From an optimization exercise on the open Yosys and OpenROAD flow, aimed at small area, a short achievable clock period and few clock cycles per item; shortcuts taken in it are not production practice.
RTL that was checked went through simulation tests only; none was proved equivalent to the original.
No functional check of the RTL was part of runs 3, 4, 6 and 7.
Power figures rest on the tool's default switching activity, not on a simulated workload.

<file path="design/flow/flow/run.sh">
#!/bin/bash
# The standard layout, with plain buffers on the ports instead of the
# resizer's default pick (a slow delay cell).
set -euo pipefail
export BUFFER_PORTS_ARGS="-buffer_cell sky130_fd_sc_hd__buf_2"
bash standard.sh > standard.log 2>&1
</file>
<file path="design/flow/standard.sh">
#!/bin/bash
# synth_recipe.tcl (not shown) runs the flow's synth.tcl, then flattens the netlist and writes it again
# the make line also repeats each setting of config.mk as NAME=value (left out here)
make -C /OpenROAD-flow-scripts/flow DESIGN_CONFIG=/design/flow/config.mk WORK_HOME=/design/flow/orfs CLKGATE_MAP_FILE= SYNTH_SCRIPT=/design/flow/synth_recipe.tcl "${@:-finish}"
</file>
<file path="design/flow/constraint.sdc">
create_clock -name core_clock -period 5.0 [get_ports {clk}]
set_input_delay 1.0000 -clock core_clock [delete_from_list [all_inputs] [get_ports {clk}]]
set_output_delay 1.0000 -clock core_clock [all_outputs]
set_load 0.01 [all_outputs]
</file>
<file path="design/flow/design.v">
module huffman(clk, reset, gray_valid, gray_data, CNT_valid, CNT1, CNT2, CNT3, CNT4, CNT5, CNT6,
    code_valid, HC1, HC2, HC3, HC4, HC5, HC6, M1, M2, M3, M4, M5, M6 );
input clk;
input reset;
input gray_valid;
input [7:0] gray_data;
output reg CNT_valid;
output [7:0] CNT1, CNT2, CNT3, CNT4, CNT5, CNT6;
output reg code_valid;
output [7:0] HC1, HC2, HC3, HC4, HC5, HC6;
output [7:0] M1, M2, M3, M4, M5, M6;
	reg [6:0] w [0:5];    
	reg [2:0] ptr [0:5];  
	reg [4:0] hc [0:5];
	reg [4:0] mk [0:5];   
	reg started;          
	reg act;              
	reg ph;               
	reg [4:1] fm;         
	assign CNT1 = {1'b0, w[5]};
	assign CNT2 = {1'b0, w[0]};
	assign CNT3 = {1'b0, w[1]};
	assign CNT4 = {1'b0, w[2]};
	assign CNT5 = {1'b0, w[3]};
	assign CNT6 = {1'b0, w[4]};
	assign HC1 = {3'b0, hc[0]};
	assign HC2 = {3'b0, hc[1]};
	assign HC3 = {3'b0, hc[2]};
	assign HC4 = {3'b0, hc[3]};
	assign HC5 = {3'b0, hc[4]};
	assign HC6 = {3'b0, hc[5]};
	assign M1 = {3'b0, mk[0][4:1], 1'b1};
	assign M2 = {3'b0, mk[1][4:1], 1'b1};
	assign M3 = {3'b0, mk[2][4:1], 1'b1};
	assign M4 = {3'b0, mk[3][4:1], 1'b1};
	assign M5 = {3'b0, mk[4][4:1], 1'b1};
	assign M6 = {3'b0, mk[5][4:1], 1'b1};
	wire detect = started && !gray_valid;
	wire sum = act && ph;
	wire ins = act && !ph;
	wire last = sum && w[2][6] && w[2][5] && w[2][4];
	function lt;
		input [6:0] a, b;
		integer n;
		begin
			lt = 1'b0;
			for (n = 0; n < 7; n = n + 1) lt = (a[n] == b[n]) ? lt : b[n];
		end
	endfunction
	wire [6:0] N = w[0];
	wire [5:1] l;
	genvar k;
	generate for (k = 1; k < 6; k = k + 1) begin : cmp
		assign l[k] = lt(w[k], N);
	end endgenerate
	wire [6:0] c = {1'b0, l[5], l[4:1] | fm, 1'b1};
	wire [6:1] mv = {sum, {5{act}} & (c[5:1] | {5{ph}})};
	wire [2:0] q = {c[4], c[2] & !c[4], (c[1] & !c[2]) | (c[3] & !c[4]) | c[5]};
	wire [6:0] ap = w[0] ^ w[1], ag = w[0] & w[1];
	wire [6:0] cy;
	assign cy[0] = 1'b0;
	assign cy[1] = ag[0];
	assign cy[2] = ag[1] | (ap[1] & ag[0]);
	wire g32 = ag[3] | (ap[3] & ag[2]), p32 = ap[3] & ap[2];
	wire g54 = ag[5] | (ap[5] & ag[4]), p54 = ap[5] & ap[4];
	assign cy[3] = ag[2] | (ap[2] & cy[2]);
	assign cy[4] = g32 | (p32 & cy[2]);
	assign cy[5] = ag[4] | (ap[4] & cy[4]);
	assign cy[6] = g54 | (p54 & cy[4]);
	wire [6:0] ws = ap ^ cy;
	always @(posedge clk or posedge reset) begin
		if (reset) begin
			started <= 0;
			act <= 0;
			ph <= 0;
			fm <= 4'b1111;
			CNT_valid <= 0;
			code_valid <= 0;
		end else begin
			started <= gray_valid || (started && !detect);
			CNT_valid <= detect;
			act <= detect || (act && !last);
			ph <= ins && !fm[1];
			if (ins) fm <= {1'b0, fm[4:2]};
			if (last) code_valid <= 1;
		end
	end
	wire [2:0] g = gray_data[2:0];
	wire [5:0] en = {gray_valid && g == 3'd6, gray_valid && g == 3'd5, gray_valid && g == 3'd4,
	                 gray_valid && g == 3'd3, gray_valid && g == 3'd2, gray_valid && g == 3'd1};
	wire [2:0] slot [0:5];
	assign slot[0] = 3'd5; assign slot[1] = 3'd0; assign slot[2] = 3'd1;
	assign slot[3] = 3'd2; assign slot[4] = 3'd3; assign slot[5] = 3'd4;
	genvar j;
	generate for (j = 0; j < 6; j = j + 1) begin : ent
		localparam integer s = (j == 5) ? 0 : j + 1;
		wire [6:0] up = (j < 5) ? w[j + 1] : 7'h7f;
		wire [6:0] ones;    
		assign ones[0] = 1'b1;
		genvar n;
		for (n = 1; n < 7; n = n + 1) begin : pre
			assign ones[n] = &w[j][n - 1:0];
		end
		wire [6:0] inc = w[j] ^ (ones & {7{en[s]}});
		wire tu = (j == 0) ? ins && c[1] : mv[j + 1];
		wire tn = (j == 0) ? act && !tu : mv[j] && !mv[j + 1];
		wire [6:0] nv = (j == 0) ? (sum ? ws : N) : N;
		wire [6:0] d = ({7{tu}} & up) | ({7{tn}} & nv) | ({7{!tu && !tn}} & inc);
		always @(posedge clk or posedge reset) begin
			if (reset) w[j] <= 0;
			else w[j] <= d;
		end
	end endgenerate
	reg [5:1] cr;
	reg sr, ir;
	always @(posedge clk or posedge reset) begin
		if (reset) begin
			cr <= 0;
			sr <= 0;
			ir <= 0;
		end else begin
			cr <= c[5:1];
			sr <= sum;
			ir <= ins;
		end
	end
	wire [6:0] crx = {1'b0, cr, 1'b1};
	wire [2:0] qr = {cr[4], cr[2] & !cr[4], (cr[1] & !cr[2]) | (cr[3] & !cr[4]) | cr[5]};
	genvar i;
	generate for (i = 0; i < 6; i = i + 1) begin : sym
		wire [2:0] p = ptr[i];
		wire [2:0] pm1 = {p[2] & (p[1] | p[0]), p[1] ^ !p[0], !p[0]};  
		wire z = p == 3'd0;
		wire [2:0] pe = (sr || ir) ? (z ? (sr ? 3'd0 : qr) : ((sr || crx[p]) ? pm1 : p)) : p;
		wire a = sum && pe[2:1] == 2'd0;
		wire a0 = sum && pe == 3'd0;
		always @(posedge clk or posedge reset) begin
			if (reset) begin
				ptr[i] <= slot[i];
				hc[i] <= 0;
				mk[i] <= 0;
			end else begin
				ptr[i] <= pe;
				mk[i] <= mk[i] | ({5{a}} & {mk[i][3:0], 1'b1});
				hc[i] <= hc[i] | ({5{a0}} & {mk[i][3:0], 1'b1} & ~mk[i]);
			end
		end
	end endgenerate
endmodule
</file>
<file path="design/flow/config.mk">
export PLATFORM = sky130hd
export DESIGN_NAME = huffman
export DESIGN_NICKNAME = huffman
export VERILOG_FILES = /design/flow/design.v
export SDC_FILE = /design/flow/constraint.sdc
export NUM_CORES = 4
export LEC_CHECK = 0
export CAP_MARGIN = 20
export CORE_MARGIN = 2
export CORE_UTILIZATION = 40
export CTS_BUF_LIST = sky130_fd_sc_hd__clkbuf_4 sky130_fd_sc_hd__clkbuf_8
export CTS_CLUSTER_DIAMETER = 60
export CTS_CLUSTER_SIZE = 30
export SETUP_SLACK_MARGIN = 2.8
export SLEW_MARGIN = 20
</file>
==> results of run 1 <==
[layer usage]
layer	vias up	wire (µm)	track usage, %
met5	-	0	0
met4	0	611	8.095
met3	50	1498	4.018
met2	265	11080	32.18
met1	3506	9963	27.62
li1	3321	-	-
[registers in the layout, summed over array words and instances (netlist names)]
register	flops
mk	30
fm	4
ir	1
w	42
cr	5
hc	30
sr	1
code_valid	1
started	1
CNT_valid	1
act	1
ptr	18
ph	1
[through the flow]
| stage | cells | setup slack [ps] | hold slack, ps |
|---|---|---|---|
| floorplan | 914 | 2316 | 441.0 |
| global placement | 1187 | 2060 | 435.0 |
| detailed placement | 1187 | 2074 | 438.7 |
| CTS | 1260 | 2614 | 458.3 |
| global route | 1290 | 2498 | 475.6 |
| finish | 1290 | 2581 | 452.5 |
[layout by cell type (no fill, tap or decap), drive strengths merged, types with 6 or more instances in the layout]
cell / netlist / layout
nand3: 17 / 17
clkinv: 4 / 9
a2bb2oi: 12 / 12
o211ai: 19 / 19
inv: 71 / 69
clkbuf: 18 / 22
and3: 12 / 13
nor2b: 19 / 19
dfrtp: 125 / 125
conb: 2 / 48
o211a: 6 / 6
ha: 19 / 19
a22oi: 6 / 6
or2: 10 / 10
o22ai: 10 / 10
o21bai: 10 / 10
o221ai: 14 / 14
o2111ai: 8 / 8
a21oi: 24 / 24
a31o: 15 / 15
nand2b: 27 / 27
nand4: 7 / 7
a221o: 10 / 10
nor3b: 10 / 10
xnor2: 25 / 25
dfstp: 11 / 11
o21ai: 25 / 25
xor2: 7 / 7
nor3: 12 / 12
nor2: 22 / 22
buf: 88 / 178
nand2: 58 / 58
a211oi: 12 / 12
o31ai: 7 / 7
a21o: 25 / 25
mux2i: 14 / 14
o22a: 14 / 14
[worst max path at each step]
stage / from / to / depth (start not counted)
final: w[1][0]$_DFF_PP0_ / w[0][5]$_DFF_PP0_ / 11
after global routing: w[1][0]$_DFF_PP0_ / w[0][5]$_DFF_PP0_ / 11
after CTS: w[1][0]$_DFF_PP0_ / w[0][5]$_DFF_PP0_ / 11
after detailed placement: w[0][6]$_DFF_PP0_ / w[2][5]$_DFF_PP0_ / 6
after global placement: w[0][3]$_DFF_PP0_ / w[1][4]$_DFF_PP0_ / 8
after floorplan: reset / CNT_valid$_DFF_PP0_ / 1
[where the power goes]
group / internal [mW] / switching, mW
clock: 0.525 / 0.446
sequential: 1.58 / 0.600
combinational: 2.43 / 2.73
total: 4.54 / 3.78
[synthesized netlist by cell type (4+ instances only)]
cell type / instances / area [µm²]
o31ai_1: 7 / 52.55
ha_1: 19 / 237.7
a2bb2oi_1: 12 / 105.1
nand4_1: 7 / 43.79
o2111ai_1: 8 / 70.07
inv_1: 70 / 262.8
buf_2: 15 / 75.07
a21o_1: 24 / 180.2
nor3_1: 11 / 55.05
a211oi_1: 10 / 75.07
a31o_2: 11 / 96.34
o21bai_1: 10 / 75.07
xor2_1: 7 / 61.31
a221o_1: 10 / 100.1
or2_2: 8 / 50.05
a221oi_1: 4 / 35.03
nor2_1: 21 / 78.83
dfstp_2: 11 / 289.0
o21ai_0: 25 / 125.1
and3_1: 12 / 75.07
o21a_1: 5 / 37.54
mux2i_1: 14 / 140.1
a22oi_1: 5 / 37.54
nand2b_1: 27 / 168.9
o22a_1: 14 / 122.6
o211a_1: 6 / 60.06
maj3_1: 5 / 50.05
o221ai_1: 14 / 122.6
nand3_1: 17 / 85.08
nand2_1: 58 / 217.7
o211ai_1: 19 / 142.6
nor3b_1: 9 / 67.56
a31o_1: 4 / 35.03
clkbuf_1: 18 / 67.56
a41o_1: 4 / 40.04
xnor2_1: 25 / 219.0
a31oi_1: 5 / 31.28
and2_1: 5 / 31.28
clkinv_1: 4 / 15.01
buf_4: 72 / 540.5
a21oi_1: 23 / 115.1
nor2b_1: 19 / 118.9
dfrtp_1: 125 / 3128
o22ai_1: 10 / 62.56
[cells by family after synthesis]
logic type	after synthesis	synth area share [%]
buffers and inverters	181	11.56
adders and majority gates	27	4.152
DFF	136	40.79
other	2	0.08964
and+or+nand+nor	220	14.58
muxes	17	2.076
xor gates and xnor gates	32	3.345
AOI/OAI and AO/OA	253	23.42
[final cells by class]
class,count,share of cell area [%]
multi-input combinational,598,45.24
tap,270,3.214
clock inverter,11,1.440
inverter,75,2.964
clock buffer,21,2.571
timing repair buffer,179,11.65
sequential,136,32.92
[timing repair]
item,CTS,global route
resized for setup,68,94
pin swaps,13,44
gates cloned,0,1
setup buffers,41,29
endpoints found under the setup margin,111,85
[worst max-delay path: cells and delay by family, from the launching register on]
family | cells | cell delay, ps
simple gates | 3 | 340
fa+ha+maj | 3 | 910
flops | 1 | 440
buf+inv | 1 | 40
xor+xnor | 1 | 140
compound gates | 3 | 430
==> results.toml, run 1 <==
[status]
outcome = "timing/DRC/antenna clean"

[worst_setup_path]
regToRegStartpoint = "w[1][0]$_DFF_PP0_"
r2r_slack_ps = 2580
r2r_end = "w[0][5]$_DFF_PP0_"
cpMostUsedCell = "fa_2"
r2r_cells = 11
worstPathArrival_ps = 2740
crit_slowest_cell = "dfrtp_1"
cp_cell_sequence = "ha_2 > inv_2 > fa_2 > nor2b_1 > o21ai_1 > nor2b_4 > fa_2 > xnor2_1 > nand2_1 > a21oi_1 > a221o_1"
cp-end-kind = "flop"
critPathRequiredTime_ps = 5320
cpPeakStageDelay_ps = 440
crit_type = "reg2reg"
cp_max_fo = 4
start_kind = "flop"

[routing]
viasPerCell = 5.536
wl_um = 23160
drc_errors = 0
antenna_left = 0
routedWlPerCell_um = 17.95
vias = 7142
drt-initial-drc-count = 353
dr.pass1.iters = 6

[timing]
post-route-period-util_pct = 48.38
finClkSkew_ps = 17.50
rsz0062_at_grt = "true"
min_period_ps = 2419
fin_setup_tns_ps = 0
timing.fmax_ghz = 0.4134
final_hold_viol_count = 0
relSlewSlack_pct = 41.51
setup_viol = 0
maxSlewViolCount = 0
worstMarginPinSlew_ps = 875.6

[synthesis]
synthArstFlopShare_pct = 100.0
synth_edf_count = 0
ys_ff_latch = 136
synth_area_mm2 = 0.008378
ys_seq_area_share_pct = 40.79
synthFlopType = "dfrtp_1"
synth_area_per_cell_um2 = 9.652
synth.distinct_cells = 78
synth_cells = 868
ys.warnings.count = 5

[clocking]
clockBufferDepth = 2
clkSinkCount = 136
cts_root_buffer = "clkbuf_8"
cts_hold_buf = 0
clkLatencyLatePin_ps = 450
htree_num_levels = 4
clkSlewWorstSetupHoldPaths_ps = 80
cts_made_buffers = 17
cts_tree = "done"

[power]
p_leak_nw = 4.613
powerDensity_mw_per_mm2 = 791.3
peakVddDrop_mv = 0.3170
power_mw = 8.316

[global_route]
grt_pass1_vias = 6750
gr-usage-all-layers_pct = 20.37
grt_max_degree = 103
grt_first_pass_wirelength_um = 35660
antenna_found_initial = 0
overflow = 0

[floorplan]
row_count = 52
io_pins = 157
initial_core_util_pct = 41.14
fp.dieH_um = 148.7
dieWidth_um = 148.7
core_mm2 = 0.02036
fp.dieArea_mm2 = 0.02212

[layout]
num-fill-cells = 1863
area_growth_pct = 25.45
register_area_mm2 = 0.003460
diodes = 0
multi_input_comb_area_mm2 = 0.004755
stdcell_area_mm2 = 0.01051
layout.nets = 1040
fin_util_pct = 51.61
drive_gt1_share_pct = 36.47

[placed_design]
dpl-instance-area_mm2 = 0.008859
dp_hpwl_um = 14480
gp_congestion = 0.8323
numPortBuffers = 103

[min_path]
hold_path_depth = 1
min-delay-start = "hc[2][0]$_DFF_PP0_"
min_to = "hc[2][0]$_DFF_PP0_"
hold_path.class = "reg2reg"

[flow_run]
cap_violations = 0
Testbench counts, summed over its fixed seeds: cycles 11,136, items 96.
==> inputs of run 2 (changes only) <==
--- a/design/flow/config.mk
+++ b/design/flow/config.mk
@@ -12,4 +12,4 @@
 export CTS_CLUSTER_DIAMETER = 60
 export CTS_CLUSTER_SIZE = 30
-export SETUP_SLACK_MARGIN = 2.8
+export SETUP_SLACK_MARGIN = 2.5
 export SLEW_MARGIN = 20
==> results.toml, run 2 <==
[timing]
maxSlewViolCount = 0
fin_setup_tns_ps = 0
min_period_ps = 2500
timing.fmax_ghz = 0.4000
finClkSkew_ps = 21.94
final_hold_viol_count = 0
setup_viol = 0
relSlewSlack_pct = 45.13
worstMarginPinSlew_ps = 815.5
post-route-period-util_pct = 50.00
rsz0062_at_grt = "true"

[worst_setup_path]
crit_type = "reg2reg"
cpPeakStageDelay_ps = 530
cp-end-kind = "flop"
crit_slowest_cell = "dfrtp_1"
r2r_slack_ps = 2500
start_kind = "flop"
worstPathArrival_ps = 2850
critPathRequiredTime_ps = 5350
cp_max_fo = 8
cp_cell_sequence = "ha_1 > nor2_1 > a2111oi_2 > a2111oi_2 > buf_4 > a211o_1 > o22a_1 > o22a_1"

[routing]
dr.pass1.iters = 5
routed-wl-met2_um = 10720
drt-initial-drc-count = 460
met3_length_um = 1090
antenna_left = 0
vias = 6723
drc_errors = 0
top_layer = "met4"
routedWlPerCell_um = 17.39
viasPerCell = 5.409
wl_met1_um = 9477
wl_um = 21610

[global_route]
grt_first_pass_wirelength_um = 34550
antenna_found_initial = 0
gr-usage-all-layers_pct = 19.63
grt_max_degree = 137
grt_pass1_vias = 6477
overflow = 0

[synthesis]
synth_area_mm2 = 0.008378
synth_cells = 868
netlist_top_cells_count = "dfrtp_1, buf_4, inv_1"
synth.distinct_cells = 78
ys_ff_latch = 136
synthArstFlopShare_pct = 100.0
synth_area_per_cell_um2 = 9.652
synthFlopType = "dfrtp_1"
synth_area_leaders = "dfrtp_1, buf_4, dfstp_2"
ys.warnings.count = 5
synth_top_cell_area_share_pct = 37.34
yosysMostFrequentCell = "dfrtp_1"
synth_area_leader_cell = "dfrtp_1"
ys_seq_area_share_pct = 40.79
synth_edf_count = 0

[power]
p_leak_nw = 4.293
powerDensity_mw_per_mm2 = 768.0
peakVddDrop_mv = 0.5260

[layout]
layout.nets = 993
top_regs = "w (42), hc (30), mk (30)"
num-fill-cells = 1962
fin_util_pct = 47.14
drive_gt1_share_pct = 25.59
multi_input_comb_area_mm2 = 0.004309
layout_commonest_cell = "dfrtp_1"
regMostFlops = "w"
final_cell_mix = "dfrtp_1, buf_2, inv_1, nand2_1, conb_1"
largest_register_ffs = 42
area_growth_pct = 14.58
register_area_mm2 = 0.003437
diodes = 0

[min_path]
hold_path.class = "reg2reg"

[floorplan]
core_mm2 = 0.02036
io_pins = 157
row_count = 52
fp.dieH_um = 148.7
dieWidth_um = 148.7
initial_core_util_pct = 41.14
fp.dieArea_mm2 = 0.02212

[clocking]
cts_root_buffer = "clkbuf_8"
clkLatencyLatePin_ps = 470
cts_tree = "done"
clkSinkCount = 136
htree_num_levels = 4
clkSlewWorstSetupHoldPaths_ps = 80
clockBufferDepth = 2
cts_made_buffers = 17

[status]
outcome = "timing/DRC/antenna clean"

[placed_design]
numPortBuffers = 103
gp_congestion = 0.8625
dp_hpwl_um = 14310

[flow_run]
cap_violations = 0
-- run 2: per-layer routing --
| metal | global-route usage [%] | vias up |
|---|---|---|
| met5 | 0 | - |
| met4 | 6.143 | 0 |
| met3 | 4.509 | 32 |
| met2 | 32.55 | 196 |
| met1 | 25.59 | 3283 |
| li1 | - | 3212 |
-- run 2: stage by stage --
step | instances | instance area, µm² | hold slack [ps] | power [mW] | worst slack, ps
2_1_floorplan | 914 | 8554 | 441.0 | 4.805 | 2316
3_3_place_gp | 1187 | 8785 | 437.5 | 5.845 | 1976
3_5_place_dp | 1187 | 8785 | 442.6 | 5.888 | 2014
4_1_cts | 1229 | 9358 | 465.4 | 7.121 | 2400
5_1_grt | 1243 | 9599 | 482.8 | 7.960 | 2436
6_report | 1243 | 9599 | 462.1 | 7.372 | 2500
-- run 2: power by group --
group	total (mW)	internal, mW	switching (mW)	leakage [nW]
clock network	1.05	0.564	0.483	0.226
logic	4.16	1.83	2.32	2.57
registers	2.17	1.56	0.605	1.49
-- run 2: layout make-up --
class	count	share of cell area, %
Timing Repair Buffer	133	7.925
Clock inverter	14	2.203
Tap cell	270	3.519
Inverter	75	3.141
Sequential cell	136	35.81
Multi-Input combinational cell	597	44.89
Clock buffer	18	2.516
-- run 2: repair_timing --
item	in CTS	in global routing
endpoints found under the setup margin	64	53
pin swaps	2	5
resized for setup	18	30
gates cloned	0	0
hold buffers	0	0
buffers inserted	10	14
-- run 2: worst paths after layout --
path,startpoint,to,depth (start not counted)
max,w[1][2]$_DFF_PP0_,w[1][4]$_DFF_PP0_,8
min,hc[5][0]$_DFF_PP0_,hc[5][0]$_DFF_PP0_,1
max reg2reg,w[1][2]$_DFF_PP0_,w[1][4]$_DFF_PP0_,8
min reg2reg,hc[5][0]$_DFF_PP0_,hc[5][0]$_DFF_PP0_,1
max in group asynchronous,reset,w[0][3]$_DFF_PP0_,3
min in group asynchronous,reset,hc[5][0]$_DFF_PP0_,3
-- run 2: cells by family after synthesis --
| family | count (synthesis) | synth area share, % |
|---|---|---|
| AND/OR/NAND/NOR | 220 | 14.58 |
| other | 2 | 0.08964 |
| flip-flops | 136 | 40.79 |
| AO/OA/AOI/OAI | 253 | 23.42 |
| multiplexers | 17 | 2.076 |
| adder cells (fa/ha/maj) | 27 | 4.152 |
| XOR/XNOR | 32 | 3.345 |
| buffers and inverters | 181 | 11.56 |
-- run 2: critical path: cells and delay by family, from the launching register on --
family          cells  cell delay, ps
flops               1             530
compound gates      5            1220
buf+inv             1             190
simple gates        1              60
fa+ha+maj           1             380
==> inputs of run 3 (changes only) <==
--- a/design/flow/design.v
+++ b/design/flow/design.v
@@ -5,7 +5,7 @@
 input gray_valid;
 input [7:0] gray_data;
-output reg CNT_valid;
+output CNT_valid;
 output [7:0] CNT1, CNT2, CNT3, CNT4, CNT5, CNT6;
-output reg code_valid;
+output code_valid;
 output [7:0] HC1, HC2, HC3, HC4, HC5, HC6;
 output [7:0] M1, M2, M3, M4, M5, M6;
@@ -37,4 +37,6 @@
 	assign M6 = {3'b0, mk[5][4:1], 1'b1};
 	wire detect = started && !gray_valid;
+	assign CNT_valid = act && fm[4];
+	assign code_valid = !act && !fm[1];
 	wire sum = act && ph;
 	wire ins = act && !ph;
@@ -75,13 +77,9 @@
 			ph <= 0;
 			fm <= 4'b1111;
-			CNT_valid <= 0;
-			code_valid <= 0;
 		end else begin
 			started <= gray_valid || (started && !detect);
-			CNT_valid <= detect;
 			act <= detect || (act && !last);
 			ph <= ins && !fm[1];
 			if (ins) fm <= {1'b0, fm[4:2]};
-			if (last) code_valid <= 1;
 		end
 	end
--- a/design/flow/config.mk
+++ b/design/flow/config.mk
@@ -8,8 +8,7 @@
 export CAP_MARGIN = 20
 export CORE_MARGIN = 2
-export CORE_UTILIZATION = 40
+export CORE_UTILIZATION = 65
 export CTS_BUF_LIST = sky130_fd_sc_hd__clkbuf_4 sky130_fd_sc_hd__clkbuf_8
-export CTS_CLUSTER_DIAMETER = 60
-export CTS_CLUSTER_SIZE = 30
+export PLACE_DENSITY = 0.75
 export SETUP_SLACK_MARGIN = 2.5
 export SLEW_MARGIN = 20
==> results.toml, run 3 <==
[placed_design]
dpl-instance-area_mm2 = 0.008682
place_inst = 1104
dp_hpwl_um = 14410
gp_congestion = 0.9215
numPortBuffers = 103

[timing]
maxSlewViolCount = 0
timing.fmax_ghz = 0.3753
worstMarginPinSlew_ps = 882.9
setup_viol = 0
final_hold_viol_count = 0
rsz0062_at_grt = "true"
fin_setup_tns_ps = 0
finClkSkew_ps = 14.06
post-route-period-util_pct = 53.30
min_period_ps = 2665
relSlewSlack_pct = 41.08

[synthesis]
synth_cells = 887
synth_top_family_by_area = "compound AO/OA/AOI/OAI gates"
synth-simple-area-share_pct = 16.21
ys_seq_area_share_pct = 40.17
synth_xor_area_share_pct = 3.135
ys.warnings.count = 5
synth_top_cell_area_share_pct = 36.72
synth_area_per_cell_um2 = 9.450
synth_mux_area_share_pct = 1.985
ys_ff_latch = 134
synthAdderAreaFrac_pct = 4.030
yosysMostFrequentCell = "dfrtp_1"
synth_area_leader_cell = "dfrtp_1"
synthFlopType = "dfrtp_1"
synth.distinct_cells = 80
synth_compound_area_share_pct = 22.53
synth_area_leaders = "dfrtp_1, buf_4, inv_1"
synthArstFlopShare_pct = 100.0
synth_area_mm2 = 0.008382
netlist_top_cells_count = "dfrtp_1, inv_1, buf_4"
synth_edf_count = 0

[clocking]
clockBufferDepth = 2
htree_num_levels = 4
cts_made_buffers = 17
clkSlewWorstSetupHoldPaths_ps = 80
clkLatencyLatePin_ps = 470
cts_tree = "done"
cts_root_buffer = "clkbuf_8"
clkSinkCount = 134
cts_hold_buf = 0

[routing]
drt-initial-drc-count = 1015
met3_length_um = 2062
wl_met1_um = 9474
routedWlPerCell_um = 19.73
vias = 7514
wl_um = 23400
top_layer = "met4"
routed-wl-met2_um = 11160
drc_errors = 0
dr.pass1.iters = 9
antenna_left = 0
viasPerCell = 6.336

[layout]
diodes = 0
drive_gt1_share_pct = 31.07
stdcell_area_mm2 = 0.009958
regMostFlops = "w"
final_cell_mix = "dfrtp_1, buf_2, inv_1, nand2_1, conb_1"
largest_register_ffs = 42
layout.nets = 1034
top_regs = "w (42), hc (30), mk (30)"
layout_commonest_cell = "dfrtp_1"
fin_cells = 1186
area_growth_pct = 18.81

[global_route]
grt_max_degree = 135
antenna_found_initial = 0
grt_pass1_vias = 7119
gr-usage-all-layers_pct = 32.05
grt_first_pass_wirelength_um = 35920
overflow = 0

[power]
powerDensity_mw_per_mm2 = 801.8
p_leak_nw = 4.411
peakVddDrop_mv = 0.4346

[floorplan]
core_mm2 = 0.01262
fp.dieH_um = 117.6
initial_core_util_pct = 66.42
dieWidth_um = 117.6
row_count = 41
io_pins = 157
fp.dieArea_mm2 = 0.01382

[worst_setup_path]
cp_max_fo = 8
critPathRequiredTime_ps = 5340
cpPeakStageDelay_ps = 510
crit_start = "w[1][3]$_DFF_PP0_"
cp-end-kind = "flop"
worstPathArrival_ps = 3000
crit_slowest_cell = "a2111oi_4"
cpMostUsedCell = "a2111oi_4"
start_kind = "flop"
regToRegStartpoint = "w[1][3]$_DFF_PP0_"
crit_type = "reg2reg"
cp_cell_sequence = "ha_4 > a2111oi_4 > a2111oi_4 > or3_4 > inv_8 > o21ai_4 > a221o_1"

[min_path]
hold_path.class = "reg2reg"
min-delay-start = "hc[3][2]$_DFF_PP0_"

[status]
outcome = "timing/DRC/antenna clean"

[flow_run]
cap_violations = 0
-- run 3: cell types whose count changed in the layout (fill, tap and decap cells not counted), sizes merged, moves of 13 or more --
cell    change
nor2       +26
o22a       -13
buf        +23
inv        +19
nor3       +13
o211ai     -16
-- run 3: through the flow --
step                power (mW)  setup WS [ps]  utilization, %  hold slack (ps)
finish                   7.985           2335           78.91            465.1
global route             8.425           2290           78.91            484.7
detailed placement       5.757           1806           68.80            447.8
floorplan                4.782           2344               -            449.4
CTS                      7.197           2378           75.53            467.6
global placement         5.574           1875           68.80            445.2
-- run 3: critical path, delay by kind of cell, from the launching register on --
| family | cells | cell delay [ps] |
|---|---|---|
| AOI/OAI and AO/OA | 4 | 1120 |
| DFF | 1 | 490 |
| and+or+nand+nor | 1 | 500 |
| buffers and inverters | 1 | 110 |
| adders and majority gates | 1 | 310 |
-- run 3: cells by family after synthesis --
group,after synthesis
buffers and inverters,191
adders and majority gates,26
AOI/OAI and AO/OA,228
and+or+nand+nor,260
muxes,16
DFF,134
other,2
xor gates and xnor gates,30
-- run 3: repair_timing --
item	in CTS	in global routing
pin swaps	16	18
gates cloned	0	0
buffers inserted	32	18
endpoints found under the hold margin	0	0
gates resized for setup	52	66
setup endpoints to repair	106	79
-- run 3: metal layers --
| metal | up-vias | GRT usage [%] |
|---|---|---|
| li1 | 3328 | - |
| met1 | 3645 | 44.20 |
| met2 | 452 | 50.04 |
| met3 | 89 | 6.734 |
| met4 | 0 | 12.50 |
| met5 | - | 0 |
-- run 3: worst paths after layout --
check	endpoint	slack [ps]	depth (start not counted)
min in group asynchronous	started$_DFF_PP0_	680	3
worst min-delay path	hc[3][2]$_DFF_PP0_	470	2
worst max-delay path	w[1][3]$_DFF_PP0_	2340	7
max in group asynchronous	ph$_DFF_PP0_	3660	3
worst min register to register	hc[3][2]$_DFF_PP0_	470	2
worst max register to register	w[1][3]$_DFF_PP0_	2340	7
-- run 3: cell type report --
type | instances | area [µm²]
Sequential cell | 134 | 3396
Timing Repair Buffer | 156 | 964.7
Inverter | 84 | 334.1
Multi-Input combinational cell | 608 | 4672
Clock inverter | 14 | 128.9
Clock buffer | 18 | 247.7
Tap cell | 172 | 215.2
Fill cell | 833 | 2661
-- run 3: power by group --
part	switching, mW	internal, mW
registers	0.599	1.51
logic	2.81	2.17
clock network	0.515	0.380
total	3.93	4.06
==> inputs of run 4 (changes only) <==
==> design/flow/flow/run.sh (replaced) <==
#!/bin/bash
# The standard layout, with plain buffers on the ports instead of the
# resizer's default pick (a slow delay cell), and a clock tree without the
# dummy balancing loads.
set -euo pipefail
export BUFFER_PORTS_ARGS="-buffer_cell sky130_fd_sc_hd__buf_2"
export CTS_ARGS="-sink_clustering_enable -repair_clock_nets -dont_use_dummy_load -buf_list {sky130_fd_sc_hd__clkbuf_4 sky130_fd_sc_hd__clkbuf_8}"
bash standard.sh > standard.log 2>&1
--- a/design/flow/config.mk
+++ b/design/flow/config.mk
@@ -8,7 +8,5 @@
 export CAP_MARGIN = 20
 export CORE_MARGIN = 2
-export CORE_UTILIZATION = 65
-export CTS_BUF_LIST = sky130_fd_sc_hd__clkbuf_4 sky130_fd_sc_hd__clkbuf_8
-export PLACE_DENSITY = 0.75
+export CORE_UTILIZATION = 40
 export SETUP_SLACK_MARGIN = 2.5
 export SLEW_MARGIN = 20
==> results.toml, run 4 <==
[status]
outcome = "timing/DRC/antenna clean"

[placed_design]
place_inst = 1206
numPortBuffers = 103
gp_congestion = 0.8436
dp_hpwl_um = 15110

[layout]
final_cell_mix = "dfrtp_1, buf_2, inv_1, nand2_1, buf_4"
top_regs = "w (42), hc (30), mk (30)"
fin_util_pct = 48.35
regMostFlops = "w"
drive_gt1_share_pct = 28.73
diodes = 0
largest_register_ffs = 42
area_growth_pct = 17.85
layout.nets = 1041
fin_cells = 1276
layout_commonest_cell = "dfrtp_1"

[clocking]
htree_num_levels = 4
clkSinkCount = 134
clockBufferDepth = 2
cts_root_buffer = "clkbuf_8"
clkLatencyLatePin_ps = 460
clkSlewWorstSetupHoldPaths_ps = 60
cts_tree = "done"
cts_made_buffers = 17

[routing]
drc_errors = 0
routedWlPerCell_um = 17.51
wl_met1_um = 9689
vias = 6973
wl_um = 22340
routed-wl-met2_um = 11080
top_layer = "met4"
drt-initial-drc-count = 554
dr.pass1.iters = 5
antenna_left = 0
viasPerCell = 5.465
met3_length_um = 1219

[synthesis]
synth_area_per_cell_um2 = 9.450
synth_area_leaders = "dfrtp_1, buf_4, inv_1"
netlist_top_cells_count = "dfrtp_1, inv_1, buf_4"
ys_seq_area_share_pct = 40.17
synth_edf_count = 0
synth.distinct_cells = 80
synth_cells = 887
synthArstFlopShare_pct = 100.0
ys.warnings.count = 5
synth_area_leader_cell = "dfrtp_1"
yosysMostFrequentCell = "dfrtp_1"
synth_area_mm2 = 0.008382
synth_top_cell_area_share_pct = 36.72
synthFlopType = "dfrtp_1"
ys_ff_latch = 134

[global_route]
gr-usage-all-layers_pct = 20.26
overflow = 0
grt_first_pass_wirelength_um = 35480
antenna_found_initial = 0
grt_max_degree = 57
grt_pass1_vias = 6612

[timing]
min_period_ps = 2520
rsz0062_at_grt = "true"
fin_setup_tns_ps = 0
setup_viol = 0
finClkSkew_ps = 38.69
hold_ws_ps = 458.0
worstMarginPinSlew_ps = 805.3
timing.fmax_ghz = 0.3969
maxSlewViolCount = 0
post-route-period-util_pct = 50.40
final_hold_viol_count = 0
relSlewSlack_pct = 46.25

[worst_setup_path]
worstPathArrival_ps = 2830
regToRegStartpoint = "w[0][3]$_DFF_PP0_"
r2r_end = "w[1][1]$_DFF_PP0_"
crit_type = "reg2reg"
r2r_cells = 11
start_kind = "flop"
r2r_slack_ps = 2480
cp_max_fo = 6
critPathRequiredTime_ps = 5310
cp-end-kind = "flop"

[floorplan]
row_count = 52
fp.dieH_um = 148.8
fp.dieArea_mm2 = 0.02213
initial_core_util_pct = 41.03
core_mm2 = 0.02043
io_pins = 157
dieWidth_um = 148.8

[power]
p_leak_nw = 4.365
power_mw = 7.455
peakVddDrop_mv = 0.3282
powerDensity_mw_per_mm2 = 754.7

[min_path]
hold_path.class = "reg2reg"
hold_path_depth = 1
min-delay-start = "hc[3][3]$_DFF_PP0_"
min_to = "hc[3][3]$_DFF_PP0_"

[flow_run]
cap_violations = 0
run 4: cell counts after synthesis:
No cell type changed its count.
run 4: cell families after synthesis:
| logic type | synth area share [%] |
|---|---|
| xor gates and xnor gates | 3.135 |
| and+or+nand+nor | 16.21 |
| AOI/OAI and AO/OA | 22.53 |
| adders and majority gates | 4.031 |
| muxes | 1.985 |
| other | 0.08960 |
| DFF | 40.17 |
| buffers and inverters | 11.85 |
run 4: final cells by class:
cell class,instances,area (µm²)
well taps,270,337.8
inverters,84,335.3
clock buffers,17,234.0
fillers,1995,10550
repair buffers,163,1044
flip-flops and latches,134,3387
multi-input cells,608,4541
run 4: metal layers:
metal | vias to the layer above | global-route usage (%)
met2 | 161 | 33.80
li1 | 3325 | -
met1 | 3458 | 26.12
met5 | - | 0
met4 | 0 | 5.143
met3 | 29 | 5.627
run 4: how the worst max path moves through the flow:
stage	slack, ps	from	to
after CTS	2440	ph$_DFF_PP0_	w[2][4]$_DFF_PP0_
after floorplan	2340	reset	act$_DFF_PP0_
final	2480	w[0][3]$_DFF_PP0_	w[1][1]$_DFF_PP0_
after detailed placement	1790	w[0][2]$_DFF_PP0_	w[1][1]$_DFF_PP0_
after global routing	2410	w[0][3]$_DFF_PP0_	w[1][3]$_DFF_PP0_
after global placement	1890	w[0][2]$_DFF_PP0_	w[1][2]$_DFF_PP0_
run 4: stage by stage:
stage                     cell area [µm²]  worst slack, ps
after global placement               8822             1894
final                                9878             2480
after floorplan                      8594             2344
after detailed placement             8822             1787
after global routing                 9878             2411
after CTS                            9492             2437
run 4: critical path, stage by stage, from the launching register on:
cell	delay (ps)
dfrtp_1	400
buf_12	140
ha_4	300
nor3b_4	60
a2111oi_4	190
buf_4	190
a2111oi_4	70
or3_4	420
buf_12	150
clkinv_8	60
o21ai_4	70
a221o_1	340
run 4: timing repair:
action                                  CTS  global route
setup buffers                            33            20
hold buffers                              0             0
resized for setup                        39            49
pin swaps                                13            26
endpoints found under the setup margin   95            81
run 4: report_power, final:
group          total, mW  switching, mW  internal, mW
combinational       4.74           2.61          2.13
clock              0.669          0.370         0.299
sequential          2.05          0.544          1.51
total               7.45           3.52          3.93
==> inputs of run 5 (changes only) <==
--- a/design/flow/design.v
+++ b/design/flow/design.v
@@ -5,7 +5,7 @@
 input gray_valid;
 input [7:0] gray_data;
-output CNT_valid;
+output reg CNT_valid;
 output [7:0] CNT1, CNT2, CNT3, CNT4, CNT5, CNT6;
-output code_valid;
+output reg code_valid;
 output [7:0] HC1, HC2, HC3, HC4, HC5, HC6;
 output [7:0] M1, M2, M3, M4, M5, M6;
@@ -37,6 +37,4 @@
 	assign M6 = {3'b0, mk[5][4:1], 1'b1};
 	wire detect = started && !gray_valid;
-	assign CNT_valid = act && fm[4];
-	assign code_valid = !act && !fm[1];
 	wire sum = act && ph;
 	wire ins = act && !ph;
@@ -77,9 +75,13 @@
 			ph <= 0;
 			fm <= 4'b1111;
+			CNT_valid <= 0;
+			code_valid <= 0;
 		end else begin
 			started <= gray_valid || (started && !detect);
+			CNT_valid <= detect;
 			act <= detect || (act && !last);
 			ph <= ins && !fm[1];
 			if (ins) fm <= {1'b0, fm[4:2]};
+			if (last) code_valid <= 1;
 		end
 	end
==> results.toml, run 5 <==
[timing]
setup_viol = 0
final_hold_viol_count = 0
post-route-period-util_pct = 49.39
fin_setup_tns_ps = 0
relSlewSlack_pct = 44.96
finClkSkew_ps = 43.54
maxSlewViolCount = 0
timing.fmax_ghz = 0.4049
worstMarginPinSlew_ps = 818.1
min_period_ps = 2470
rsz0062_at_grt = "true"

[layout]
final_cell_mix = "dfrtp_1, buf_2, inv_1, nand2_1, conb_1"
num-fill-cells = 1992
stdcell_area_mm2 = 0.009244
regMostFlops = "w"
drive_gt1_share_pct = 22.74
area_growth_pct = 10.33
top_regs = "w (42), hc (30), mk (30)"
layout.nets = 985
layout_commonest_cell = "dfrtp_1"
largest_register_ffs = 42
diodes = 0

[global_route]
antenna_found_initial = 0
grt_max_degree = 137
gr-usage-all-layers_pct = 19.49
overflow = 0
grt_pass1_vias = 6421
grt_first_pass_wirelength_um = 34170

[synthesis]
netlist_top_cells_count = "dfrtp_1, buf_4, inv_1"
synth_top_cell_area_share_pct = 37.34
synth_cells = 868
yosysMostFrequentCell = "dfrtp_1"
synth_area_mm2 = 0.008378
synth.distinct_cells = 78
ys_ff_latch = 136
synthArstFlopShare_pct = 100.0
synth_edf_count = 0
synth_area_leader_cell = "dfrtp_1"
synth_area_per_cell_um2 = 9.652
synthFlopType = "dfrtp_1"
synth_area_leaders = "dfrtp_1, buf_4, dfstp_2"
ys_seq_area_share_pct = 40.79
ys.warnings.count = 5

[clocking]
cts_made_buffers = 17
clkLatencyLatePin_ps = 470
clockBufferDepth = 2
clkSlewWorstSetupHoldPaths_ps = 80
htree_num_levels = 4
clkSinkCount = 136
cts_root_buffer = "clkbuf_8"
cts_tree = "done"

[routing]
antenna_left = 0
drt-initial-drc-count = 477
wl_um = 21250
dr.pass1.iters = 5
vias = 6643
drc_errors = 0
viasPerCell = 5.445
routedWlPerCell_um = 17.42

[placed_design]
dp_hpwl_um = 14310
numPortBuffers = 103
gp_congestion = 0.8625
dpl-instance-area_mm2 = 0.008785

[power]
powerDensity_mw_per_mm2 = 733.4
peakVddDrop_mv = 0.5223
power_mw = 6.780
p_leak_nw = 4.151

[worst_setup_path]
cpPeakStageDelay_ps = 580
critPathBufInv = 1
crit_family = "compound AO/OA/AOI/OAI gates"
crit_type = "reg2reg"
cp-end-kind = "flop"
worstPathArrival_ps = 2820
cp_cell_sequence = "ha_1 > nor2_1 > a2111oi_2 > a2111oi_2 > buf_4 > a211o_1 > o22a_1 > o22a_1"
critPathRequiredTime_ps = 5350
cp_max_fo = 17
start_kind = "flop"
crit_slowest_cell = "dfrtp_4"

[flow_run]
cap_violations = 0

[floorplan]
dieWidth_um = 148.7
row_count = 52
io_pins = 157
core_mm2 = 0.02036
fp.dieArea_mm2 = 0.02212
initial_core_util_pct = 41.14
fp.dieH_um = 148.7

[min_path]
hold_path.class = "reg2reg"

[status]
outcome = "timing/DRC/antenna clean"
-- run 5: cell count changes after synthesis, sizes merged, moves of 11 or more --
cell,before,now
clkbuf,29,18
nor2,48,22
a31o,4,15
o22a,1,14
inv,84,71
o211ai,3,19
nor3,25,12
-- run 5: final cells by class --
| type | count | area, µm² | area share (%) |
|---|---|---|---|
| well taps | 270 | 337.8 | 3.655 |
| multi-input cells | 597 | 4244 | 45.91 |
| repair buffers | 125 | 696.9 | 7.539 |
| clock buffers | 17 | 234.0 | 2.531 |
| inverters | 75 | 297.8 | 3.221 |
| flip-flops and latches | 136 | 3433 | 37.14 |
-- run 5: power by group --
part	switching (mW)	leakage [nW]	internal (mW)	total [mW]
logic	2.21	2.53	1.71	3.93
registers	0.623	1.49	1.56	2.18
clock network	0.373	0.122	0.298	0.672
total	3.21	4.15	3.57	6.78
-- run 5: metal layers --
metal / part of all wire (%) / GRT usage (%)
met5: 0 / 0
met3: 4.9 / 4.785
met2: 49 / 32.38
met4: 1.2 / 5.381
met1: 45 / 25.44
-- run 5: what timing repair did --
item,in CTS,in global routing
buffers inserted,13,3
endpoints found under the hold margin,0,0
cloned,0,0
hold buffers,0,0
gates resized for setup,19,13
setup endpoints to repair,62,51
pin swaps,2,3
-- run 5: worst reg2reg max path: cells and delay by family (launching register included) --
family	cells	cell delay, ps
flops	1	580
fa+ha+maj	1	360
buf+inv	1	210
compound gates	5	1180
simple gates	1	60
-- run 5: kinds of logic (layout without fill, tap and decap cells) --
group	count (synthesis)	in the layout	synth area share [%]
xor gates and xnor gates	32	32	3.345
muxes	17	17	2.076
AOI/OAI and AO/OA	253	253	23.42
adders and majority gates	27	27	4.152
buffers and inverters	181	217	11.56
and+or+nand+nor	220	220	14.58
DFF	136	136	40.79
other	2	48	0.08964
-- run 5: through the flow --
| step | hold slack (ps) | worst slack, ps | cells | util, % |
|---|---|---|---|---|
| after floorplan | 441.0 | 2316 | 914 | - |
| after global placement | 437.5 | 1976 | 1187 | 43.14 |
| after detailed placement | 442.6 | 2014 | 1187 | 43.14 |
| after CTS | 465.4 | 2474 | 1217 | 45.02 |
| after global routing | 477.5 | 2402 | 1220 | 45.39 |
| final | 458.7 | 2530 | 1220 | 45.39 |
-- run 5: path summary, 6_finish.rpt --
check | from | depth (start not counted) | endpoint | slack, ps
worst max-delay path | w[0][2]$_DFF_PP0_ | 8 | w[1][4]$_DFF_PP0_ | 2530
worst min-delay path | hc[5][0]$_DFF_PP0_ | 1 | hc[5][0]$_DFF_PP0_ | 460
worst max register to register | w[0][2]$_DFF_PP0_ | 8 | w[1][4]$_DFF_PP0_ | 2530
worst min register to register | hc[5][0]$_DFF_PP0_ | 1 | hc[5][0]$_DFF_PP0_ | 460
max in group asynchronous | reset | 3 | w[0][2]$_DFF_PP0_ | 3650
min in group asynchronous | reset | 3 | hc[5][0]$_DFF_PP0_ | 700
Testbench counts of run 5, summed over its fixed seeds: cycles 11,136, items 96.
==> inputs of run 6 (changes only) <==
--- a/design/flow/design.v
+++ b/design/flow/design.v
@@ -5,13 +5,13 @@
 input gray_valid;
 input [7:0] gray_data;
-output reg CNT_valid;
+output CNT_valid;
 output [7:0] CNT1, CNT2, CNT3, CNT4, CNT5, CNT6;
-output reg code_valid;
+output code_valid;
 output [7:0] HC1, HC2, HC3, HC4, HC5, HC6;
 output [7:0] M1, M2, M3, M4, M5, M6;
 	reg [6:0] w [0:5];    
 	reg [2:0] ptr [0:5];  
-	reg [4:0] hc [0:5];
-	reg [4:0] mk [0:5];   
+	reg [3:0] hc [0:5];
+	reg [3:0] mk [0:5];   
 	reg started;          
 	reg act;              
@@ -24,17 +24,19 @@
 	assign CNT5 = {1'b0, w[3]};
 	assign CNT6 = {1'b0, w[4]};
-	assign HC1 = {3'b0, hc[0]};
-	assign HC2 = {3'b0, hc[1]};
-	assign HC3 = {3'b0, hc[2]};
-	assign HC4 = {3'b0, hc[3]};
-	assign HC5 = {3'b0, hc[4]};
-	assign HC6 = {3'b0, hc[5]};
-	assign M1 = {3'b0, mk[0][4:1], 1'b1};
-	assign M2 = {3'b0, mk[1][4:1], 1'b1};
-	assign M3 = {3'b0, mk[2][4:1], 1'b1};
-	assign M4 = {3'b0, mk[3][4:1], 1'b1};
-	assign M5 = {3'b0, mk[4][4:1], 1'b1};
-	assign M6 = {3'b0, mk[5][4:1], 1'b1};
+	assign HC1 = {3'b0, ptr[0][1], hc[0]};
+	assign HC2 = {3'b0, ptr[1][1], hc[1]};
+	assign HC3 = {3'b0, ptr[2][1], hc[2]};
+	assign HC4 = {3'b0, ptr[3][1], hc[3]};
+	assign HC5 = {3'b0, ptr[4][1], hc[4]};
+	assign HC6 = {3'b0, ptr[5][1], hc[5]};
+	assign M1 = {3'b0, ptr[0][0], mk[0][3:1], 1'b1};
+	assign M2 = {3'b0, ptr[1][0], mk[1][3:1], 1'b1};
+	assign M3 = {3'b0, ptr[2][0], mk[2][3:1], 1'b1};
+	assign M4 = {3'b0, ptr[3][0], mk[3][3:1], 1'b1};
+	assign M5 = {3'b0, ptr[4][0], mk[4][3:1], 1'b1};
+	assign M6 = {3'b0, ptr[5][0], mk[5][3:1], 1'b1};
 	wire detect = started && !gray_valid;
+	assign CNT_valid = act && fm[4];
+	assign code_valid = !act && !fm[1];
 	wire sum = act && ph;
 	wire ins = act && !ph;
@@ -75,13 +77,9 @@
 			ph <= 0;
 			fm <= 4'b1111;
-			CNT_valid <= 0;
-			code_valid <= 0;
 		end else begin
 			started <= gray_valid || (started && !detect);
-			CNT_valid <= detect;
 			act <= detect || (act && !last);
 			ph <= ins && !fm[1];
 			if (ins) fm <= {1'b0, fm[4:2]};
-			if (last) code_valid <= 1;
 		end
 	end
@@ -121,5 +119,5 @@
 		end else begin
 			cr <= c[5:1];
-			sr <= sum;
+			sr <= sum && !last;
 			ir <= ins;
 		end
@@ -141,7 +139,7 @@
 				mk[i] <= 0;
 			end else begin
-				ptr[i] <= pe;
-				mk[i] <= mk[i] | ({5{a}} & {mk[i][3:0], 1'b1});
-				hc[i] <= hc[i] | ({5{a0}} & {mk[i][3:0], 1'b1} & ~mk[i]);
+				ptr[i] <= last ? {1'b0, mk[i][3] && a0, mk[i][3]} : pe;
+				mk[i] <= mk[i] | ({4{a}} & {mk[i][2:0], 1'b1});
+				hc[i] <= hc[i] | ({4{a0}} & {mk[i][2:0], 1'b1} & ~mk[i]);
 			end
 		end
==> results.toml, run 6 <==
[status]
outcome = "timing/DRC/antenna clean"

[worst_setup_path]
worstPathArrival_ps = 2790
cp_max_fo = 6
start_kind = "flop"
crit_type = "reg2reg"
cp-end-kind = "flop"
critPathRequiredTime_ps = 5300

[global_route]
grt_pass1_vias = 6619
gr-usage-all-layers_pct = 20.50
antenna_found_initial = 0
grt_first_pass_wirelength_um = 35530
grt_max_degree = 123
overflow = 0

[clocking]
clkLatencyLatePin_ps = 440
cts_root_buffer = "clkbuf_8"
cts_made_buffers = 17
htree_num_levels = 4
cts_hold_buf = 0
cts_tree = "done"
clkSinkCount = 122
clockBufferDepth = 2
clkSlewWorstSetupHoldPaths_ps = 80

[synthesis]
synth_area_per_cell_um2 = 9.046
ys.warnings.count = 5
ys_seq_area_share_pct = 37.09
synthFlopType = "dfrtp_1"
synth_area_mm2 = 0.008268
ys_ff_latch = 122
synthArstFlopShare_pct = 100.0
yosysMostFrequentCell = "dfrtp_1"
synth_cells = 914
synth_area_leader_cell = "dfrtp_1"
synth.distinct_cells = 80
synth_edf_count = 0
netlist_top_cells_count = "dfrtp_1, buf_4, inv_1"
synth_area_leaders = "dfrtp_1, buf_4, dfstp_2"
synth_top_cell_area_share_pct = 33.60

[min_path]
hold_path.class = "reg2reg"

[routing]
drc_errors = 0
antenna_left = 0
viasPerCell = 5.564
dr.pass1.iters = 5
routedWlPerCell_um = 17.95
drt-initial-drc-count = 492
vias = 7078
wl_um = 22830

[layout]
top_regs = "w (42), hc (24), mk (24)"
area_growth_pct = 13.29
drive_gt1_share_pct = 25.75
final_cell_mix = "dfrtp_1, buf_2, inv_1, nor2_1, nand2_1"
largest_register_ffs = 42
register_area_mm2 = 0.003083
diodes = 0
multi_input_comb_area_mm2 = 0.004508
layout.nets = 1037
regMostFlops = "w"
layout_commonest_cell = "dfrtp_1"
num-fill-cells = 2045

[floorplan]
fp.dieArea_mm2 = 0.02184
fp.dieH_um = 147.8
initial_core_util_pct = 40.86
core_mm2 = 0.02023
dieWidth_um = 147.8
io_pins = 157
row_count = 52

[placed_design]
gp_congestion = 0.8721
dp_hpwl_um = 14910
numPortBuffers = 103

[power]
p_leak_nw = 4.278
peakVddDrop_mv = 0.3730
powerDensity_mw_per_mm2 = 761.1

[timing]
post-route-period-util_pct = 49.71
rsz0062_at_grt = "false"
timing.fmax_ghz = 0.4023
setup_viol = 0
relSlewSlack_pct = 44.43
worstMarginPinSlew_ps = 831.7
final_hold_viol_count = 0
fin_setup_tns_ps = 0
maxSlewViolCount = 0
hold_ws_ps = 450.4
min_period_ps = 2486
finClkSkew_ps = 20.99

[flow_run]
cap_violations = 0
==> run 6: cell count changes after synthesis, sizes merged, moves of 11 or more <==
cell	delta
nor2	+38
a21oi	+19
dfrtp	-14
o22a	-13
a31oi	+12
a2bb2oi	-11
and4	+11
clkbuf	+11
==> run 6: kinds of logic (layout without fill, tap and decap cells) <==
kind of cell,after synthesis,count (layout),synth area share [%]
AO/OA/AOI/OAI,246,247,22.49
XOR/XNOR,31,31,3.284
adder cells (fa/ha/maj),26,26,4.101
buffers and inverters,199,240,12.92
flip-flops,122,122,37.09
multiplexers,20,20,2.512
other,2,48,0.09083
AND/OR/NAND/NOR,268,268,17.51
==> run 6: layout make-up <==
cell class,instances,area share [%]
inverters,78,3.366
multi-input cells,640,48.13
well taps,270,3.607
flip-flops and latches,122,32.91
repair buffers,145,9.484
clock buffers,17,2.498
==> run 6: final timing paths <==
kind,start,to,slack [ps],cells after the start
min,hc[4][0]$_DFF_PP0_,hc[4][0]$_DFF_PP0_,450,1
max in group asynchronous,reset,act$_DFF_PP0_,3680,3
min in group asynchronous,reset,hc[3][3]$_DFF_PP0_,760,3
max reg2reg,w[1][1]$_DFF_PP0_,w[1][6]$_DFF_PP0_,2510,9
min reg2reg,hc[4][0]$_DFF_PP0_,hc[4][0]$_DFF_PP0_,450,1
max,w[1][1]$_DFF_PP0_,w[1][6]$_DFF_PP0_,2510,9
==> run 6: power breakdown <==
group	total (mW)	internal (mW)	switching (mW)
Clock	0.648	0.299	0.349
Sequential	1.96	1.41	0.557
Combinational	4.52	1.99	2.53
Total	7.13	3.69	3.43
==> run 6: worst max-delay path, stage by stage, from the launching register on <==
cell      delay (ps)
dfrtp_1          470
ha_1             330
mux2i_1          200
nand2_1          150
a221oi_4         380
nor2_4           110
buf_6            180
buf_4            120
and4_1           180
a221o_1          260
==> run 6: timing repair <==
action                     CTS  global route
setup endpoints to repair   97            40
buffers inserted            16            17
gates resized for setup     30            33
pin swaps                    3             8
cloned                       0             2
==> run 6: layer usage <==
layer	global-route usage, %	up-vias	share of wire, %
li1	-	3339	-
met1	28.05	3521	46
met2	34.16	199	48
met3	3.179	19	4.5
met4	5.096	0	1.2
met5	0	-	0
==> run 6: per-stage QoR <==
stage,setup slack [ps],instance area [µm²],total power [mW],instances,util [%]
finish,2514,9366,7.129,1272,46.29
CTS,2494,9057,6.748,1253,44.76
global placement,1759,8600,5.776,1220,42.50
floorplan,2502,8444,4.803,960,-
detailed placement,1721,8600,5.833,1220,42.50
global route,2452,9366,7.690,1272,46.29
==> inputs of run 7 (changes only) <==
--- a/design/flow/design.v
+++ b/design/flow/design.v
@@ -47,5 +47,5 @@
 		begin
 			lt = 1'b0;
-			for (n = 0; n < 7; n = n + 1) lt = (a[n] == b[n]) ? lt : b[n];
+			for (n = 0; n < 7; n = n + 1) lt = (!a[n] && b[n]) || (!(a[n] && !b[n]) && lt);
 		end
 	endfunction
==> results.toml, run 7 <==
[synthesis]
synth_edf_count = 0
synth_area_per_cell_um2 = 9.264
synthArstFlopShare_pct = 100.0
synthFlopType = "dfrtp_1"
synth_area_mm2 = 0.008625
yosysMostFrequentCell = "dfrtp_1"
synth_area_leader_cell = "dfrtp_1"
netlist_top_cells_count = "dfrtp_1, buf_4, inv_1"
ys.warnings.count = 5
synth_cells = 931
synth.distinct_cells = 94
ys_seq_area_share_pct = 35.56
ys_ff_latch = 122
synth_area_leaders = "dfrtp_1, buf_4, ha_1"
synth_top_cell_area_share_pct = 32.21

[worst_setup_path]
start_kind = "flop"
crit_type = "reg2reg"
r2r_slack_ps = 2590
cp-end-kind = "flop"
regToRegStartpoint = "w[0][3]$_DFF_PP0_"
cp_max_fo = 12
r2r_end = "w[2][0]$_DFF_PP0_"
r2r_cells = 7
crit_start = "w[0][3]$_DFF_PP0_"
critPathRequiredTime_ps = 5310
cp-endpoint = "w[2][0]$_DFF_PP0_"
worstPathArrival_ps = 2720

[power]
p_clk_share_pct = 8.4
peakVddDrop_mv = 0.4173
p_seq_share_pct = 27.4
internal_power_mw = 3.964
powerDensity_mw_per_mm2 = 817.7
comb_power_share_pct = 64.2
sw_frac_of_total_pct = 49.25
p_leak_nw = 4.421
power.switching_mw = 3.847

[routing]
antenna_left = 0
dr.pass1.iters = 7
viasPerCell = 5.658
drc_errors = 0
wl_um = 23570
drt-initial-drc-count = 520
routedWlPerCell_um = 18.30
vias = 7287

[clocking]
clockBufferDepth = 2
clkLatencyLatePin_ps = 450
cts_hold_buf = 0
clkSlewWorstSetupHoldPaths_ps = 70
clkSinkCount = 122
htree_num_levels = 4
cts_tree = "done"
cts_root_buffer = "clkbuf_8"
cts_made_buffers = 17

[placed_design]
place_inst = 1242
gp_congestion = 0.8534
numPortBuffers = 103
dp_hpwl_um = 15960

[global_route]
gr-usage-all-layers_pct = 20.76
grt_first_pass_wirelength_um = 36800
overflow = 0
grt_max_degree = 83
grt_use_met3_pct = 3.735
grtUsageMet2_pct = 34.43
grt_pass1_vias = 6765
grt_busiest_layer = "met2"
antenna_found_initial = 0
grt_use_met1_pct = 27.57

[timing]
maxSlewViolCount = 0
finClkSkew_ps = 27.78
fin_setup_tns_ps = 0
setup_viol = 0
timing.fmax_ghz = 0.4150
relSlewSlack_pct = 39.26
final_hold_viol_count = 0
min_period_ps = 2410
rsz0062_at_grt = "true"
worstMarginPinSlew_ps = 909.2
post-route-period-util_pct = 48.19

[layout]
fin_cells = 1288
regMostFlops = "w"
area_growth_pct = 10.76
diodes = 0
drive_gt1_share_pct = 23.59
largest_register_ffs = 42
layout.nets = 1059
layout_commonest_cell = "buf_2"
final_cell_mix = "buf_2, dfrtp_1, inv_1, nand2_1, conb_1"
top_regs = "w (42), hc (24), mk (24)"

[floorplan]
core_mm2 = 0.02109
fp.dieArea_mm2 = 0.02275
row_count = 53
initial_core_util_pct = 40.90
fp.dieH_um = 150.8
io_pins = 157
dieWidth_um = 150.8

[min_path]
hold_path.class = "reg2reg"

[status]
outcome = "timing/DRC/antenna clean"

[flow_run]
cap_violations = 0
-- run 7: area by class of cell --
cell class	instances	area (µm²)
Sequential cell	122	3083
Tap cell	275	344.1
Inverter	86	346.6
Fill cell	2068	11530
Timing Repair Buffer	138	802.0
Multi-Input combinational cell	650	4743
Clock buffer	17	234.0
-- run 7: worst max-delay path, cell delays in order (launching register included) --
cell and delay, ps:
dfrtp_2 530, inv_2 210, a222oi_1 350, a222oi_1 110
buf_4 170, o22ai_4 270, mux2_2 380, mux2_2 250
-- run 7: metrics by stage --
stage,util [%],instance area (µm²),worst slack (ps),power (mW),hold WS (ps)
2_1_floorplan,-,8806,2512,5.592,434.8
6_report,45.30,9553,2590,7.811,452.5
3_3_place_gp,42.33,8926,2024,6.636,438.2
3_5_place_dp,42.36,8934,2010,6.704,442.2
4_1_cts,44.19,9319,2496,7.558,458.3
5_1_grt,45.30,9553,2472,8.450,481.2
-- run 7: logic make-up (layout without fill, tap and decap cells) --
group           count (synthesis)  after routing  synth area share, %
other cells                     2             48              0.08708
simple gates                  259            260                16.42
compound gates                241            241                22.36
xor+xnor                       35             35                3.554
flops                         122            122                35.56
mux                            25             25                3.018
buf+inv                       206            241                13.01
fa+ha+maj                      41             41                5.992
-- run 7: metal layers --
metal / share of wire [%] / vias to the layer above / routed length [µm]
met2: 49 / 252 / 11440
li1: - / 3400 / -
met1: 44 / 3592 / 10300
met5: 0 / - / 0
met4: 2.6 / 0 / 612
met3: 5.2 / 43 / 1219
-- run 7: worst min path at each step --
stage / to / cells after the start / startpoint
floorplan: hc[5][0]$_DFF_PP0_ / 1 / mk[5][0]$_DFF_PP0_
global placement: hc[5][1]$_DFF_PP0_ / 2 / hc[5][1]$_DFF_PP0_
detailed placement: hc[3][0]$_DFF_PP0_ / 1 / hc[3][0]$_DFF_PP0_
CTS: hc[5][0]$_DFF_PP0_ / 1 / mk[5][0]$_DFF_PP0_
global route: hc[1][2]$_DFF_PP0_ / 1 / hc[1][2]$_DFF_PP0_
finish: hc[5][0]$_DFF_PP0_ / 1 / mk[5][0]$_DFF_PP0_
-- run 7: what timing repair did --
action	CTS	global route
endpoints found under the setup margin	61	59
cloned	0	1
pin swaps	2	10
buffers inserted	14	14
gates resized for setup	19	26
-- run 7: power by group through the flow --
stage	combinational [mW]	sequential (mW)	clock [mW]
after floorplan	3.60	1.99	0
after global placement	4.45	2.19	0
after detailed placement	4.52	2.19	0
after CTS	4.74	2.14	0.676
after global routing	5.52	2.22	0.718
final	5.02	2.14	0.655
==> inputs of run 8 (changes only) <==
--- a/design/flow/design.v
+++ b/design/flow/design.v
@@ -47,5 +47,5 @@
 		begin
 			lt = 1'b0;
-			for (n = 0; n < 7; n = n + 1) lt = (!a[n] && b[n]) || (!(a[n] && !b[n]) && lt);
+			for (n = 0; n < 7; n = n + 1) lt = (a[n] == b[n]) ? lt : b[n];
 		end
 	endfunction
@@ -110,19 +110,9 @@
 		end
 	end endgenerate
-	reg [5:1] cr;
-	reg sr, ir;
+	reg [2:0] qr;
 	always @(posedge clk or posedge reset) begin
-		if (reset) begin
-			cr <= 0;
-			sr <= 0;
-			ir <= 0;
-		end else begin
-			cr <= c[5:1];
-			sr <= sum && !last;
-			ir <= ins;
-		end
+		if (reset) qr <= 0;
+		else qr <= (sum && !last) ? 3'd7 : ins ? q : 3'd0;
 	end
-	wire [6:0] crx = {1'b0, cr, 1'b1};
-	wire [2:0] qr = {cr[4], cr[2] & !cr[4], (cr[1] & !cr[2]) | (cr[3] & !cr[4]) | cr[5]};
 	genvar i;
 	generate for (i = 0; i < 6; i = i + 1) begin : sym
@@ -130,5 +120,5 @@
 		wire [2:0] pm1 = {p[2] & (p[1] | p[0]), p[1] ^ !p[0], !p[0]};  
 		wire z = p == 3'd0;
-		wire [2:0] pe = (sr || ir) ? (z ? (sr ? 3'd0 : qr) : ((sr || crx[p]) ? pm1 : p)) : p;
+		wire [2:0] pe = z ? ((qr == 3'd7) ? 3'd0 : qr) : ((p <= qr) ? pm1 : p);
 		wire a = sum && pe[2:1] == 2'd0;
 		wire a0 = sum && pe == 3'd0;
--- a/design/flow/config.mk
+++ b/design/flow/config.mk
@@ -9,4 +9,4 @@
 export CORE_MARGIN = 2
 export CORE_UTILIZATION = 40
-export SETUP_SLACK_MARGIN = 2.5
+export SETUP_SLACK_MARGIN = 2.2
 export SLEW_MARGIN = 20
==> results.toml, run 8 <==
[global_route]
grt_pass1_vias = 5897
gr-usage-all-layers_pct = 18.86
grt_first_pass_wirelength_um = 30570
grt_max_degree = 99
overflow = 0
antenna_found_initial = 0

[layout]
area_growth_pct = 8.087
final_cell_mix = "buf_2, dfrtp_1, inv_1, nand2_1, conb_1"
layout_commonest_cell = "buf_2"
largest_register_ffs = 42
layout.nets = 943
fin_util_pct = 43.99
regMostFlops = "w"
stdcell_area_mm2 = 0.008562
drive_gt1_share_pct = 21.69
diodes = 0
num-fill-cells = 1908
top_regs = "w (42), hc (24), mk (24)"

[clocking]
cts_hold_buf = 0
cts_made_buffers = 17
post_cts_resized = 3
clkSlewWorstSetupHoldPaths_ps = 70
cts_root_buffer = "clkbuf_8"
clkLatencyLatePin_ps = 440
clockBufferDepth = 2
cts_tree = "done"
post_cts_buffers = 0
htree_num_levels = 4
clkSinkCount = 118

[worst_setup_path]
crit_type = "reg2out"
regToRegStartpoint = "qr[1]$_DFF_PP0_"
r2r_end = "hc[3][1]$_DFF_PP0_"
r2r_slack_ps = 2370
cp_max_fo = 30
r2r_cells = 8
worstPathArrival_ps = 1710
critPathRequiredTime_ps = 4000
cp-end-kind = "output port"
start_kind = "flop"

[synthesis]
synth_cells = 823
synthArstFlopShare_pct = 100.0
synth.distinct_cells = 74
synth_top_cell_area_share_pct = 33.80
ys.warnings.count = 5
synth_edf_count = 0
yosysMostFrequentCell = "dfrtp_1"
ys_seq_area_share_pct = 37.45
synthFlopType = "dfrtp_1"
netlist_top_cells_count = "dfrtp_1, buf_4, inv_1"
synth_area_leader_cell = "dfrtp_1"
synth_area_mm2 = 0.007921
synth_area_per_cell_um2 = 9.625
synth_area_leaders = "dfrtp_1, buf_4, ha_1"
ys_ff_latch = 118

[timing]
min_period_ps = 2709
final_hold_viol_count = 0
finClkSkew_ps = 23.67
fin_ws_ps = 2291
maxSlewViolCount = 0
setup_viol = 0
relSlewSlack_pct = 41.70
rsz0062_at_grt = "false"
post-route-period-util_pct = 54.18
timing.fmax_ghz = 0.3691
fin_setup_tns_ps = 0
worstMarginPinSlew_ps = 872.4

[floorplan]
fp.dieH_um = 144.7
fp.dieArea_mm2 = 0.02095
initial_core_util_pct = 40.70
dieWidth_um = 144.7
core_mm2 = 0.01946
io_pins = 157
row_count = 51

[routing]
viasPerCell = 5.335
drt-initial-drc-count = 354
vias = 6162
drc_errors = 0
dr.pass1.iters = 5
antenna_left = 0
wl_um = 19270
routedWlPerCell_um = 16.68

[placed_design]
gp_congestion = 0.8477
pre_cts_ws_ps = 1858
numPortBuffers = 103
dpl-instance-area_mm2 = 0.008262
dp_hpwl_um = 13970

[min_path]
min-delay-start = "hc[2][0]$_DFF_PP0_"
min_to = "hc[2][0]$_DFF_PP0_"
hold_path.class = "reg2reg"
hold_path_depth = 1

[power]
p_leak_nw = 3.941
peakVddDrop_mv = 0.2997
powerDensity_mw_per_mm2 = 822.1

[flow_run]
cap_violations = 0

[status]
outcome = "timing/DRC/antenna clean"
run 8: final cells by class:
type | instances | area, µm² | share of cell area (%)
clock buffers | 17 | 234.0 | 2.733
flip-flops and latches | 118 | 2973 | 34.72
repair buffers | 106 | 554.3 | 6.474
multi-input cells | 584 | 4222 | 49.31
inverters | 65 | 247.7 | 2.893
well taps | 265 | 331.6 | 3.873
run 8: power by group:
group,switching (mW),internal (mW),leakage [nW]
registers,0.581,1.42,1.30
clock network,0.332,0.298,0.122
logic,2.53,1.88,2.51
run 8: cell families (layout without fill, tap and decap cells):
group | count (synthesis) | after routing | synth area share (%)
and+or+nand+nor | 214 | 214 | 14.14
AOI/OAI and AO/OA | 208 | 208 | 20.60
buffers and inverters | 167 | 188 | 12.15
DFF | 118 | 118 | 37.45
adders and majority gates | 46 | 46 | 7.424
xor gates and xnor gates | 40 | 40 | 4.423
muxes | 28 | 28 | 3.728
other | 2 | 48 | 0.09481
run 8: worst max path at each step:
stage | start | endpoint | slack, ps | cells past startpoint
4_1_cts | w[0][1]$_DFF_PP0_ | w[0][4]$_DFF_PP0_ | 2250 | 7
3_3_place_gp | gray_valid | w[2][5]$_DFF_PP0_ | 1920 | 7
2_1_floorplan | gray_valid | w[2][5]$_DFF_PP0_ | 2400 | 6
3_5_place_dp | gray_valid | w[2][5]$_DFF_PP0_ | 1860 | 7
5_1_grt | act$_DFF_PP0_ | CNT_valid | 2200 | 3
6_report | act$_DFF_PP0_ | CNT_valid | 2290 | 3
run 8: layer usage:
metal  global-route usage, %  part of all wire (%)
met1                   23.67                    44
met5                       0                     0
met4                   4.446                  0.96
met2                   32.58                    50
met3                   4.936                   5.4
run 8: stage by stage:
stage | power, mW | hold slack [ps] | std cells
2_1_floorplan | 5.339 | 449.3 | 869
3_3_place_gp | 6.297 | 442.0 | 1138
3_5_place_dp | 6.354 | 450.4 | 1138
4_1_cts | 7.021 | 468.6 | 1155
5_1_grt | 7.705 | 485.5 | 1155
6_report | 7.039 | 463.7 | 1155
run 8: worst max-delay path, cell delays in order, from the launching register on:
cell and delay, ps:
dfrtp_1 640, buf_6 330, and2_1 170, buf_2 130
Testbench counts of run 8, summed over its fixed seeds: cycles 11,136, items 96.

Check on run 8: ideal ports give 2.291 ns setup slack; a clkbuf_16 on the clock port and buf_2 on the inputs give 2.255 ns; moving port delays by the midpoint clock arrival (0.465 ns) as well gives 2.086 ns.
